This is an optimization exercise on Yosys and OpenROAD, whose aim is small area and a short achievable clock period, not a production implementation.
The RTL was checked by simulation tests, not by an equivalence proof against the original design.
Power figures rest on the tool's default switching activity, not on a simulated workload.

==> run a <==
// alu_operations_five
module alu_operations_five (
    input  clk,
    input  rst_n,
    input  load,
    input  signed [31:0]  ID_EX_A,
    input  signed [31:0]  ID_EX_B,
    input  signed [5:0]   opcode,
    output reg signed [31:0] ALU_result
);
clock: 8.5 ns
lec_check: 0
cap_margin: 20
core_margin: 2
core_utilization: 65
cts_buf_list: sky130_fd_sc_hd__clkbuf_4 sky130_fd_sc_hd__clkbuf_8
setup_slack_margin: 4.1
slew_margin: 20
synth_hierarchical: 1
standard.sh (not shown) runs the stock make flow with config.mk's settings and CLKGATE_MAP_FILE= SYNTH_SCRIPT=/design/flow/synth_recipe.tcl, a recipe that flattens the netlist after the stock synthesis.
==> flow/flow/run.sh <==
#!/bin/bash
set -euo pipefail
bash standard.sh BUFFER_PORTS_ARGS="-buffer_cell sky130_fd_sc_hd__buf_1" finish > standard.log 2>&1
==> run b (differences from run a) <==
Settings changed: CORE_UTILIZATION 65 to 55.
==> notes <==
- Between run a and run b, the lower utilization is in run b (gap 11 points).
- Between run b and run a, the lower combinational power is in run a (gap about 1%, measured against run a).
- Setup slack: run a is worse than run b (78 ps).
- Of run b and run a, run b has the higher critical path depth (gap 1).
- In area after synthesis, run a and run b do not differ.
- Against run a, the final cell count of run b is larger by about 3%.
- In run a the first-iteration DRC count is higher than in run b, by 34%.
- In run a the non-clock buffer count is lower than in run b, by 2.
- Of run a and run b, run a has the higher global-route usage (gap 5.0 points).
==> figures <==
| item | run b | run a |
|---|---|---|
| Result of the run | timing/DRC/antenna clean | timing/DRC/antenna clean |
| Initial antenna violation count | 0 | 1 |
| Clock latency reported for the late side of the worst-skew pair | 510 ps | 500 ps |
| Global-route wire length before repair | 86.29 mm | 84.15 mm |
| Multi-In Gates | 1291 | 1293 |
| Critical-path top delay cell | sky130_fd_sc_hd__fa_1 | sky130_fd_sc_hd__and3_2 |
| Met1 Wirelength | 23.78 mm | 21.31 mm |
| Sequential share of cell area | 0.2174 | 0.2181 |
| Combined area of the multi-input logic cells | 13200 sq um | 13240 sq um |
| Slowest stage delay, CP | 490 ps | 570 ps |
| Clock Pin Slew Worst Setup and Hold Paths | 90 ps | 100 ps |
| Placed wire-length estimate after detailed placement | 38.05 mm | 36.68 mm |
| Combined global-route utilization of all metal layers | 0.3717 | 0.4220 |
| Buffer count from post-CTS setup fixing | 14 | 17 |
| Top fanout value on the critical path | 39 | 33 |
| Final instance area | 19390 sq um | 19320 sq um |
| NetSw | 2.335 mW | 2.334 mW |
| Headroom to the max-slew limit | 0.2316 | 0.2905 |
| Power share of the clock group | 0.114 | 0.115 |

==> job 914: inputs <==
alu_operations_five again, from the RTL that the note above started with.
Settings: LEC_CHECK=0, CAP_MARGIN=20, CORE_MARGIN=2, CORE_UTILIZATION=40, CTS_BUF_LIST=sky130_fd_sc_hd__clkbuf_4 sky130_fd_sc_hd__clkbuf_8, SETUP_SLACK_MARGIN=4.4, SLEW_MARGIN=20, SYNTH_HIERARCHICAL=1; clock period 8.5 ns.
Scripts as last shown in full above: flow/flow/run.sh
==> job 9729: changes against job 914 <==
- CTS_BUF_LIST: sky130_fd_sc_hd__clkbuf_4 sky130_fd_sc_hd__clkbuf_8 -> unset
- SETUP_SLACK_MARGIN: 4.4 -> 3.8
==> run summary <==
Job 914 ran to the end with no violations. Job 9729 ran to the end with no violations.
In job 914 the critical path depth is lower than in job 9729, by 1.
Of job 9729 and job 914, job 914 has the higher maximum frequency (gap 11%, measured against job 914).
Against job 914, the global-route usage of job 9729 is lower by 3.0 points.
Of job 914 and job 9729, job 914 has the higher worst setup slack (gap 500 ps).
In flip-flop and latch count, job 914 and job 9729 do not differ.
Against job 9729, the first-iteration DRC count of job 914 is lower by about 8%.
==> figures <==
item	job 9729	job 914
Result of the run	finished clean	finished clean
Combined area of the multi-input logic cells	13000 sq um	14000 sq um
Worst vdd rail ir drop	0.000291 V	0.000182 V
Iteration count of the initial detailed-routing pass	7	5
Final GP Congestion	0.954	0.914
Diodes inserted	2	1
Sequential portion of the cell area	21.7%	19.8%
Final area over synthesized area	1.159x	1.271x
Net total in the final layout	1981	2073
Met3 routed wirelength	5.07 mm	7.47 mm
Fraction of area in multi-input gates	66.7%	65.8%
Total combinational power	3.30 mW	3.62 mW
Signal buf overhead	4.59%	8.73%
Switching power share of the total	44.0%	45.1%

==> re-timing with driven ports <==
The results above use ideal ports. As a check the final layouts listed here were re-extracted and re-timed, cells and wires unchanged.
Step 1 assumes that a clkbuf_16 drives the clock port and a buf_2 every other input.
Step 2 moves the port delays by t, midway between the first and last clock arrival at a register: inputs arrive t later, outputs are due t later. That takes back most of the time a late clock gives input paths.
Slacks: ideal / step 1 / step 2; pairs: ideal / step 1.
| run | t, ns | setup WS [ns] | worst setup path after step 2 | latest minus earliest clock arrival (ns) | worst register clock-pin slew, ns |
|---|---|---|---|---|---|
| run a | 0.530 | 4.016 / 3.989 / 3.459 | input to register | 0.030 / 0.029 | 0.12 / 0.12 |
| run b | 0.550 | 4.094 / 3.947 / 3.397 | input to register | 0.019 / 0.019 | 0.10 / 0.10 |
| job 914 | 0.553 | 4.336 / 4.105 / 3.552 | input to register | 0.019 / 0.019 | 0.10 / 0.10 |
| job 9729 | 0.513 | 3.831 / 3.864 / 3.351 | input to register | 0.009 / 0.008 | 0.07 / 0.07 |
After both steps setup and hold are still met in every run listed. The setup slack of job 914, which loses most, moves by -0.231 ns with the drivers and by -0.784 ns with both steps.
